This design comes from an exercise in tuning for small area on the open sky130 flow, not from production work. At most, simulation tests tie the RTL to the original design; equivalence was not proved.

==> build 38 <==
==> flow/design.v <==
module add16_rca(
    input [15:0] a,
    input [15:0] b,
    input ci,
    output [15:0] s
);
wire [16:0] c;
assign c[0] = ci;
genvar k;
generate for (k = 0; k < 16; k = k + 1) begin : g
    assign s[k] = a[k] ^ b[k] ^ c[k];
    assign c[k+1] = (a[k] & b[k]) | (a[k] & c[k]) | (b[k] & c[k]);
end endgenerate
endmodule
module cordic_pipeline_top(
    input clk,
    input rst_n,
    input en,
    input mode,
    input [15:0] xi,
    input [15:0] yi,
    input [15:0] zi,
    output [15:0] xo,
    output [15:0] yo,
    output [15:0] zo,
    output valid
);
reg [4:0] valid_r;
always @(posedge clk or negedge rst_n)
    if (!rst_n) valid_r <= 5'b0;
    else valid_r <= {valid_r[3:0], en};
assign valid = valid_r[4];
wire d0 = mode ? yi[15] : ~zi[15];
wire [15:0] x1, y1;
add16_rca ux0(.a(xi), .b(yi ^ {16{d0}}), .ci(d0), .s(x1));
add16_rca uy0(.a(yi), .b(xi ^ {16{~d0}}), .ci(~d0), .s(y1));
wire [15:0] z1;
add16_rca uz0(.a(zi), .b(16'h3244 ^ {16{d0}}), .ci(d0), .s(z1));
wire d1 = mode ? y1[15] : ~z1[15];
wire [15:0] x2, y2;
add16_rca ux1(.a(x1), .b({{1{y1[15]}}, y1[15:1]} ^ {16{d1}}), .ci(d1), .s(x2));
add16_rca uy1(.a(y1), .b({{1{x1[15]}}, x1[15:1]} ^ {16{~d1}}), .ci(~d1), .s(y2));
wire [15:0] z2;
add16_rca uz1(.a(z1), .b(16'h1DAC ^ {16{d1}}), .ci(d1), .s(z2));
reg [15:0] xr0, yr0, zr0;
reg mr0;
always @(posedge clk) begin
    xr0 <= x2;
    yr0 <= y2;
    zr0 <= z2;
    mr0 <= mode;
end
wire d2 = mr0 ? yr0[15] : ~zr0[15];
wire [15:0] x3, y3;
add16_rca ux2(.a(xr0), .b({{2{yr0[15]}}, yr0[15:2]} ^ {16{d2}}), .ci(d2), .s(x3));
add16_rca uy2(.a(yr0), .b({{2{xr0[15]}}, xr0[15:2]} ^ {16{~d2}}), .ci(~d2), .s(y3));
wire [15:0] z3;
add16_rca uz2(.a(zr0), .b(16'h0FAE ^ {16{d2}}), .ci(d2), .s(z3));
wire d3 = mr0 ? y3[15] : ~z3[15];
wire [15:0] x4, y4;
add16_rca ux3(.a(x3), .b({{3{y3[15]}}, y3[15:3]} ^ {16{d3}}), .ci(d3), .s(x4));
add16_rca uy3(.a(y3), .b({{3{x3[15]}}, x3[15:3]} ^ {16{~d3}}), .ci(~d3), .s(y4));
wire [15:0] z4;
add16_rca uz3(.a(z3), .b(16'h07F5 ^ {16{d3}}), .ci(d3), .s(z4));
wire d4 = mr0 ? y4[15] : ~z4[15];
wire [15:0] x5, y5;
add16_rca ux4(.a(x4), .b({{4{y4[15]}}, y4[15:4]} ^ {16{d4}}), .ci(d4), .s(x5));
add16_rca uy4(.a(y4), .b({{4{x4[15]}}, x4[15:4]} ^ {16{~d4}}), .ci(~d4), .s(y5));
wire [15:0] z5;
add16_rca uz4(.a(z4), .b(16'h03FF ^ {16{d4}}), .ci(d4), .s(z5));
reg [15:0] xr1, yr1, zr1;
reg mr1;
always @(posedge clk) begin
    xr1 <= x5;
    yr1 <= y5;
    zr1 <= z5;
    mr1 <= mr0;
end
wire zin5 = (zr1[15:10] == {6{1'b0}}) | (zr1[15:10] == {6{1'b1}});   
wire d5 = mr1 ? yr1[15] : ~zr1[15];
wire [15:0] x6, y6;
add16_rca ux5(.a(xr1), .b({{5{yr1[15]}}, yr1[15:5]} ^ {16{d5}}), .ci(d5), .s(x6));
add16_rca uy5(.a(yr1), .b({{5{xr1[15]}}, xr1[15:5]} ^ {16{~d5}}), .ci(~d5), .s(y6));
wire d6 = mr1 ? y6[15] : (zin5 ? zr1[9] : ~zr1[15]);
wire [15:0] x7, y7;
add16_rca ux6(.a(x6), .b({{6{y6[15]}}, y6[15:6]} ^ {16{d6}}), .ci(d6), .s(x7));
add16_rca uy6(.a(y6), .b({{6{x6[15]}}, x6[15:6]} ^ {16{~d6}}), .ci(~d6), .s(y7));
wire d7 = mr1 ? y7[15] : (zin5 ? zr1[8] : ~zr1[15]);
wire [15:0] x8, y8;
add16_rca ux7(.a(x7), .b({{7{y7[15]}}, y7[15:7]} ^ {16{d7}}), .ci(d7), .s(x8));
add16_rca uy7(.a(y7), .b({{7{x7[15]}}, x7[15:7]} ^ {16{~d7}}), .ci(~d7), .s(y8));
wire [15:0] zk2 = 16'd896 - ({13'b0, {d5, d6, d7}} << 8);
wire [15:0] zs2;
add16_rca uzs2(.a(zr1), .b(zk2), .ci(1'b0), .s(zs2));
reg [15:0] xr2, yr2, zr2;
reg mr2;
always @(posedge clk) begin
    xr2 <= x8;
    yr2 <= y8;
    zr2 <= zs2;
    mr2 <= mr1;
end
wire zin8 = (zr2[15:7] == {9{1'b0}}) | (zr2[15:7] == {9{1'b1}});   
wire d8 = mr2 ? yr2[15] : ~zr2[15];
wire [15:0] x9, y9;
add16_rca ux8(.a(xr2), .b({{8{yr2[15]}}, yr2[15:8]} ^ {16{d8}}), .ci(d8), .s(x9));
add16_rca uy8(.a(yr2), .b({{8{xr2[15]}}, xr2[15:8]} ^ {16{~d8}}), .ci(~d8), .s(y9));
wire d9 = mr2 ? y9[15] : (zin8 ? zr2[6] : ~zr2[15]);
wire [15:0] x10, y10;
add16_rca ux9(.a(x9), .b({{9{y9[15]}}, y9[15:9]} ^ {16{d9}}), .ci(d9), .s(x10));
add16_rca uy9(.a(y9), .b({{9{x9[15]}}, x9[15:9]} ^ {16{~d9}}), .ci(~d9), .s(y10));
wire d10 = mr2 ? y10[15] : (zin8 ? zr2[5] : ~zr2[15]);
wire [15:0] x11, y11;
add16_rca ux10(.a(x10), .b({{10{y10[15]}}, y10[15:10]} ^ {16{d10}}), .ci(d10), .s(x11));
add16_rca uy10(.a(y10), .b({{10{x10[15]}}, x10[15:10]} ^ {16{~d10}}), .ci(~d10), .s(y11));
wire [15:0] zk3 = 16'd112 - ({13'b0, {d8, d9, d10}} << 5);
wire [15:0] zs3;
add16_rca uzs3(.a(zr2), .b(zk3), .ci(1'b0), .s(zs3));
reg [15:0] xr3, yr3, zr3;
reg mr3;
always @(posedge clk) begin
    xr3 <= x11;
    yr3 <= y11;
    zr3 <= zs3;
    mr3 <= mr2;
end
wire zin11 = (zr3[15:4] == {12{1'b0}}) | (zr3[15:4] == {12{1'b1}});   
wire d11 = mr3 ? yr3[15] : ~zr3[15];
wire [15:0] x12, y12;
add16_rca ux11(.a(xr3), .b({{11{yr3[15]}}, yr3[15:11]} ^ {16{d11}}), .ci(d11), .s(x12));
add16_rca uy11(.a(yr3), .b({{11{xr3[15]}}, xr3[15:11]} ^ {16{~d11}}), .ci(~d11), .s(y12));
wire d12 = mr3 ? y12[15] : (zin11 ? zr3[3] : ~zr3[15]);
wire [15:0] x13, y13;
add16_rca ux12(.a(x12), .b({{12{y12[15]}}, y12[15:12]} ^ {16{d12}}), .ci(d12), .s(x13));
add16_rca uy12(.a(y12), .b({{12{x12[15]}}, x12[15:12]} ^ {16{~d12}}), .ci(~d12), .s(y13));
wire d13 = mr3 ? y13[15] : (zin11 ? zr3[2] : ~zr3[15]);
wire [15:0] x14, y14;
add16_rca ux13(.a(x13), .b({{13{y13[15]}}, y13[15:13]} ^ {16{d13}}), .ci(d13), .s(x14));
add16_rca uy13(.a(y13), .b({{13{x13[15]}}, x13[15:13]} ^ {16{~d13}}), .ci(~d13), .s(y14));
wire [15:0] zk4 = 16'd14 - ({13'b0, {d11, d12, d13}} << 2);
wire [15:0] zs4;
add16_rca uzs4(.a(zr3), .b(zk4), .ci(1'b0), .s(zs4));
reg [15:0] xr4, yr4, zr4;
reg mr4;
always @(posedge clk) begin
    xr4 <= x14;
    yr4 <= y14;
    zr4 <= zs4;
    mr4 <= mr3;
end
wire zin14 = (zr4[15:1] == {15{1'b0}}) | (zr4[15:1] == {15{1'b1}});   
wire d14 = mr4 ? yr4[15] : ~zr4[15];
wire [15:0] x15, y15;
add16_rca ux14(.a(xr4), .b({{14{yr4[15]}}, yr4[15:14]} ^ {16{d14}}), .ci(d14), .s(x15));
add16_rca uy14(.a(yr4), .b({{14{xr4[15]}}, xr4[15:14]} ^ {16{~d14}}), .ci(~d14), .s(y15));
wire [15:0] zk5 = 16'd1 - ({15'b0, d14} << 1);
wire [15:0] zs5;
add16_rca uzs5(.a(zr4), .b(zk5), .ci(1'b0), .s(zs5));
assign xo = x15;
assign yo = y15;
assign zo = zs5;
endmodule
==> flow/flow/run.sh <==
#!/bin/bash
# The standard layout (standard.sh) with two changes:
#  - synthesis leaves the adders to ABC (no full/half adder cells extracted first);
#  - the port buffers use the smallest buffer cell.
set -euo pipefail
export ADDER_MAP_FILE=
export BUFFER_PORTS_ARGS="-buffer_cell sky130_fd_sc_hd__buf_1"
bash standard.sh > standard_flow.log 2>&1
==> flow/standard.sh <==
#!/bin/bash
# synth_recipe.tcl (not shown) runs the flow's synth.tcl, then flattens the netlist and writes it again
# the make line also repeats each setting of config.mk as NAME=value (left out here)
make -C /OpenROAD-flow-scripts/flow DESIGN_CONFIG=/design/flow/config.mk WORK_HOME=/design/flow/orfs CLKGATE_MAP_FILE= SYNTH_SCRIPT=/design/flow/synth_recipe.tcl "${@:-finish}"
==> flow/config.mk <==
export PLATFORM = sky130hd
export DESIGN_NAME = cordic_pipeline_top
export DESIGN_NICKNAME = cordic_pipeline_top
export VERILOG_FILES = /design/flow/design.v
export SDC_FILE = /design/flow/constraint.sdc
export NUM_CORES = 4
export LEC_CHECK = 0
export ABC_AREA = 1
export CAP_MARGIN = 20
export CORE_MARGIN = 2
export CORE_UTILIZATION = 55
export CTS_BUF_LIST = sky130_fd_sc_hd__clkbuf_8 sky130_fd_sc_hd__clkbuf_16
export CTS_CLUSTER_DIAMETER = 100
export CTS_CLUSTER_SIZE = 30
export SLEW_MARGIN = 20
==> flow/constraint.sdc <==
create_clock -name core_clock -period 8.0 [get_ports {clk}]
set_input_delay 1.6000 -clock core_clock [delete_from_list [all_inputs] [get_ports {clk}]]
set_output_delay 1.6000 -clock core_clock [all_outputs]
set_load 0.01 [all_outputs]
==> inputs of trial 8, as changes to build 38 <==
==> flow/design.v (replaced) <==
module add16_rca(
    input [15:0] a,
    input [15:0] b,
    input ci,
    output [15:0] s
);
wire [16:0] c;
assign c[0] = ci;
genvar k;
generate for (k = 0; k < 16; k = k + 1) begin : g
    assign s[k] = a[k] ^ b[k] ^ c[k];
    assign c[k+1] = (a[k] & b[k]) | (a[k] & c[k]) | (b[k] & c[k]);
end endgenerate
endmodule
module cordic_pipeline_top(
    input clk,
    input rst_n,
    input en,
    input mode,
    input [15:0] xi,
    input [15:0] yi,
    input [15:0] zi,
    output [15:0] xo,
    output [15:0] yo,
    output [15:0] zo,
    output valid
);
reg [5:0] valid_r;
always @(posedge clk or negedge rst_n)
    if (!rst_n) valid_r <= 6'b0;
    else valid_r <= {valid_r[4:0], en};
assign valid = valid_r[5];
wire d0 = mode ? yi[15] : ~zi[15];
wire [15:0] x1, y1;
add16_rca ux0(.a(xi), .b(yi ^ {16{d0}}), .ci(d0), .s(x1));
add16_rca uy0(.a(yi), .b(xi ^ {16{~d0}}), .ci(~d0), .s(y1));
wire [15:0] z1;
add16_rca uz0(.a(zi), .b(16'h3244 ^ {16{d0}}), .ci(d0), .s(z1));
reg [15:0] xr0, yr0, zr0;
reg mr0;
always @(posedge clk) begin
    xr0 <= x1;
    yr0 <= y1;
    zr0 <= z1;
    mr0 <= mode;
end
wire d1 = mr0 ? yr0[15] : ~zr0[15];
wire [15:0] x2, y2;
add16_rca ux1(.a(xr0), .b({{1{yr0[15]}}, yr0[15:1]} ^ {16{d1}}), .ci(d1), .s(x2));
add16_rca uy1(.a(yr0), .b({{1{xr0[15]}}, xr0[15:1]} ^ {16{~d1}}), .ci(~d1), .s(y2));
wire [15:0] z2;
add16_rca uz1(.a(zr0), .b(16'h1DAC ^ {16{d1}}), .ci(d1), .s(z2));
wire d2 = mr0 ? y2[15] : ~z2[15];
wire [15:0] x3, y3;
add16_rca ux2(.a(x2), .b({{2{y2[15]}}, y2[15:2]} ^ {16{d2}}), .ci(d2), .s(x3));
add16_rca uy2(.a(y2), .b({{2{x2[15]}}, x2[15:2]} ^ {16{~d2}}), .ci(~d2), .s(y3));
wire [15:0] z3;
add16_rca uz2(.a(z2), .b(16'h0FAE ^ {16{d2}}), .ci(d2), .s(z3));
reg [15:0] xr1, yr1, zr1;
reg mr1;
always @(posedge clk) begin
    xr1 <= x3;
    yr1 <= y3;
    zr1 <= z3;
    mr1 <= mr0;
end
wire d3 = mr1 ? yr1[15] : ~zr1[15];
wire [15:0] x4, y4;
add16_rca ux3(.a(xr1), .b({{3{yr1[15]}}, yr1[15:3]} ^ {16{d3}}), .ci(d3), .s(x4));
add16_rca uy3(.a(yr1), .b({{3{xr1[15]}}, xr1[15:3]} ^ {16{~d3}}), .ci(~d3), .s(y4));
wire [15:0] z4;
add16_rca uz3(.a(zr1), .b(16'h07F5 ^ {16{d3}}), .ci(d3), .s(z4));
wire d4 = mr1 ? y4[15] : ~z4[15];
wire [15:0] x5, y5;
add16_rca ux4(.a(x4), .b({{4{y4[15]}}, y4[15:4]} ^ {16{d4}}), .ci(d4), .s(x5));
add16_rca uy4(.a(y4), .b({{4{x4[15]}}, x4[15:4]} ^ {16{~d4}}), .ci(~d4), .s(y5));
wire [15:0] z5;
add16_rca uz4(.a(z4), .b(16'h03FF ^ {16{d4}}), .ci(d4), .s(z5));
reg [15:0] xr2, yr2, zr2;
reg mr2;
always @(posedge clk) begin
    xr2 <= x5;
    yr2 <= y5;
    zr2 <= z5;
    mr2 <= mr1;
end
wire zin5 = (zr2[15:10] == {6{1'b0}}) | (zr2[15:10] == {6{1'b1}});   
wire d5 = mr2 ? yr2[15] : ~zr2[15];
wire [15:0] x6, y6;
add16_rca ux5(.a(xr2), .b({{5{yr2[15]}}, yr2[15:5]} ^ {16{d5}}), .ci(d5), .s(x6));
add16_rca uy5(.a(yr2), .b({{5{xr2[15]}}, xr2[15:5]} ^ {16{~d5}}), .ci(~d5), .s(y6));
wire d6 = mr2 ? y6[15] : (zin5 ? zr2[9] : ~zr2[15]);
wire [15:0] x7, y7;
add16_rca ux6(.a(x6), .b({{6{y6[15]}}, y6[15:6]} ^ {16{d6}}), .ci(d6), .s(x7));
add16_rca uy6(.a(y6), .b({{6{x6[15]}}, x6[15:6]} ^ {16{~d6}}), .ci(~d6), .s(y7));
wire d7 = mr2 ? y7[15] : (zin5 ? zr2[8] : ~zr2[15]);
wire [15:0] x8, y8;
add16_rca ux7(.a(x7), .b({{7{y7[15]}}, y7[15:7]} ^ {16{d7}}), .ci(d7), .s(x8));
add16_rca uy7(.a(y7), .b({{7{x7[15]}}, x7[15:7]} ^ {16{~d7}}), .ci(~d7), .s(y8));
wire [15:0] zk3 = 16'd896 - ({13'b0, {d5, d6, d7}} << 8);
wire [15:0] zs3;
add16_rca uzs3(.a(zr2), .b(zk3), .ci(1'b0), .s(zs3));
reg [15:0] xr3, yr3, zr3;
reg mr3;
always @(posedge clk) begin
    xr3 <= x8;
    yr3 <= y8;
    zr3 <= zs3;
    mr3 <= mr2;
end
wire zin8 = (zr3[15:7] == {9{1'b0}}) | (zr3[15:7] == {9{1'b1}});   
wire d8 = mr3 ? yr3[15] : ~zr3[15];
wire [15:0] x9, y9;
add16_rca ux8(.a(xr3), .b({{8{yr3[15]}}, yr3[15:8]} ^ {16{d8}}), .ci(d8), .s(x9));
add16_rca uy8(.a(yr3), .b({{8{xr3[15]}}, xr3[15:8]} ^ {16{~d8}}), .ci(~d8), .s(y9));
wire d9 = mr3 ? y9[15] : (zin8 ? zr3[6] : ~zr3[15]);
wire [15:0] x10, y10;
add16_rca ux9(.a(x9), .b({{9{y9[15]}}, y9[15:9]} ^ {16{d9}}), .ci(d9), .s(x10));
add16_rca uy9(.a(y9), .b({{9{x9[15]}}, x9[15:9]} ^ {16{~d9}}), .ci(~d9), .s(y10));
wire d10 = mr3 ? y10[15] : (zin8 ? zr3[5] : ~zr3[15]);
wire [15:0] x11, y11;
add16_rca ux10(.a(x10), .b({{10{y10[15]}}, y10[15:10]} ^ {16{d10}}), .ci(d10), .s(x11));
add16_rca uy10(.a(y10), .b({{10{x10[15]}}, x10[15:10]} ^ {16{~d10}}), .ci(~d10), .s(y11));
wire [15:0] zk4 = 16'd112 - ({13'b0, {d8, d9, d10}} << 5);
wire [15:0] zs4;
add16_rca uzs4(.a(zr3), .b(zk4), .ci(1'b0), .s(zs4));
reg [15:0] xr4, yr4, zr4;
reg mr4;
always @(posedge clk) begin
    xr4 <= x11;
    yr4 <= y11;
    zr4 <= zs4;
    mr4 <= mr3;
end
wire zin11 = (zr4[15:4] == {12{1'b0}}) | (zr4[15:4] == {12{1'b1}});   
wire d11 = mr4 ? yr4[15] : ~zr4[15];
wire [15:0] x12, y12;
add16_rca ux11(.a(xr4), .b({{11{yr4[15]}}, yr4[15:11]} ^ {16{d11}}), .ci(d11), .s(x12));
add16_rca uy11(.a(yr4), .b({{11{xr4[15]}}, xr4[15:11]} ^ {16{~d11}}), .ci(~d11), .s(y12));
wire d12 = mr4 ? y12[15] : (zin11 ? zr4[3] : ~zr4[15]);
wire [15:0] x13, y13;
add16_rca ux12(.a(x12), .b({{12{y12[15]}}, y12[15:12]} ^ {16{d12}}), .ci(d12), .s(x13));
add16_rca uy12(.a(y12), .b({{12{x12[15]}}, x12[15:12]} ^ {16{~d12}}), .ci(~d12), .s(y13));
wire d13 = mr4 ? y13[15] : (zin11 ? zr4[2] : ~zr4[15]);
wire [15:0] x14, y14;
add16_rca ux13(.a(x13), .b({{13{y13[15]}}, y13[15:13]} ^ {16{d13}}), .ci(d13), .s(x14));
add16_rca uy13(.a(y13), .b({{13{x13[15]}}, x13[15:13]} ^ {16{~d13}}), .ci(~d13), .s(y14));
wire [15:0] zk5 = 16'd14 - ({13'b0, {d11, d12, d13}} << 2);
wire [15:0] zs5;
add16_rca uzs5(.a(zr4), .b(zk5), .ci(1'b0), .s(zs5));
reg [15:0] xr5, yr5, zr5;
reg mr5;
always @(posedge clk) begin
    xr5 <= x14;
    yr5 <= y14;
    zr5 <= zs5;
    mr5 <= mr4;
end
wire zin14 = (zr5[15:1] == {15{1'b0}}) | (zr5[15:1] == {15{1'b1}});   
wire d14 = mr5 ? yr5[15] : ~zr5[15];
wire [15:0] x15, y15;
add16_rca ux14(.a(xr5), .b({{14{yr5[15]}}, yr5[15:14]} ^ {16{d14}}), .ci(d14), .s(x15));
add16_rca uy14(.a(yr5), .b({{14{xr5[15]}}, xr5[15:14]} ^ {16{~d14}}), .ci(~d14), .s(y15));
wire [15:0] zk6 = 16'd1 - ({15'b0, d14} << 1);
wire [15:0] zs6;
add16_rca uzs6(.a(zr5), .b(zk6), .ci(1'b0), .s(zs6));
assign xo = x15;
assign yo = y15;
assign zo = zs6;
endmodule
Settings changed: CORE_UTILIZATION 55 to 65.
==> comparison <==
- Cell count: trial 8 is lower than build 38 (5.8%).
- Clock-buffer cell count: build 38 is lower than trial 8 (2).
- Worst hold slack: build 38 is worse than trial 8 (1.7 ps).
- Between trial 8 and build 38, the lower clock skew is in build 38 (gap 5.2 ps).
- Between build 38 and trial 8, the lower critical path depth is in build 38 (gap 1).
- Of trial 8 and build 38, trial 8 has the higher global-route usage (gap 2.8 points).
- Between trial 8 and build 38, the lower non-clock buffer count is in trial 8 (gap 156).
==> figures <==
metric                                                                trial 8      build 38
Met2 wirelength from detailed routing                                30100 um      31900 um
Xor/xnor cell area share of the yosys netlist                           25.5%         25.3%
Number of gates on the worst path with buffers counted                     22            21
Overall routing resource usage                                          25.6%         22.8%
Worst Setup Slack, final                                               297 ps        258 ps
Clock-pin slew on the worst setup and hold paths                       100 ps        110 ps
Area of the mapped netlist                                       0.0282 sq mm  0.0277 sq mm
Buffering stage count on the worst path with inverters included             2             3
Complex-gate fraction of the synthesized area                           2.39%         2.29%
Reg-to-reg critical path endpoint                                     xr5[15]       xr3[15]
Count of state elements after synthesis                                   299           250
Violation count after the first detailed-routing iteration                825           846
Growth of design area from synthesis to finish                          6.76%         14.3%
Clock insertion delay at the later pin of the skew report              540 ps        520 ps
Endpoint of the worst setup timing path                                xo[15]        zo[15]
Run status                                           timing/DRC/antenna clean  timing/DRC/antenna clean
For build 38, only the layout was checked, not whether the RTL still works.

re-timing with driven ports:
No port has a modelled driver above. Below, the same layouts with a new extraction and two added sets of constraints. Step 1: set_driving_cell puts a clkbuf_16 on clk and a buf_2 on each other input, an assumption about the parent block. Step 2 times the ports against the registers' clock, not the clock port: input delays grow and output delays shrink by t, the midpoint of the rising clock arrivals with the driver on. a / b / c = ideal ports / drivers / drivers and shift; a / b = the first two.
| run | t (ns) | setup WS [ns] | slew at the worst register clock pin (ns) | cell pins on the clock port's net |
|---|---|---|---|---|
| build 38 | 0.570 | 0.258 / 0.199 / -0.264 | 0.11 / 0.11 | 1 |
| trial 8 | 0.589 | 0.297 / 0.238 / 0.133 | 0.12 / 0.12 | 1 |
With both steps, setup timing fails in build 38, where it was met with ideal ports. The setup slack of build 38, which loses most, moves by -0.059 ns with the drivers and by -0.522 ns with both steps.
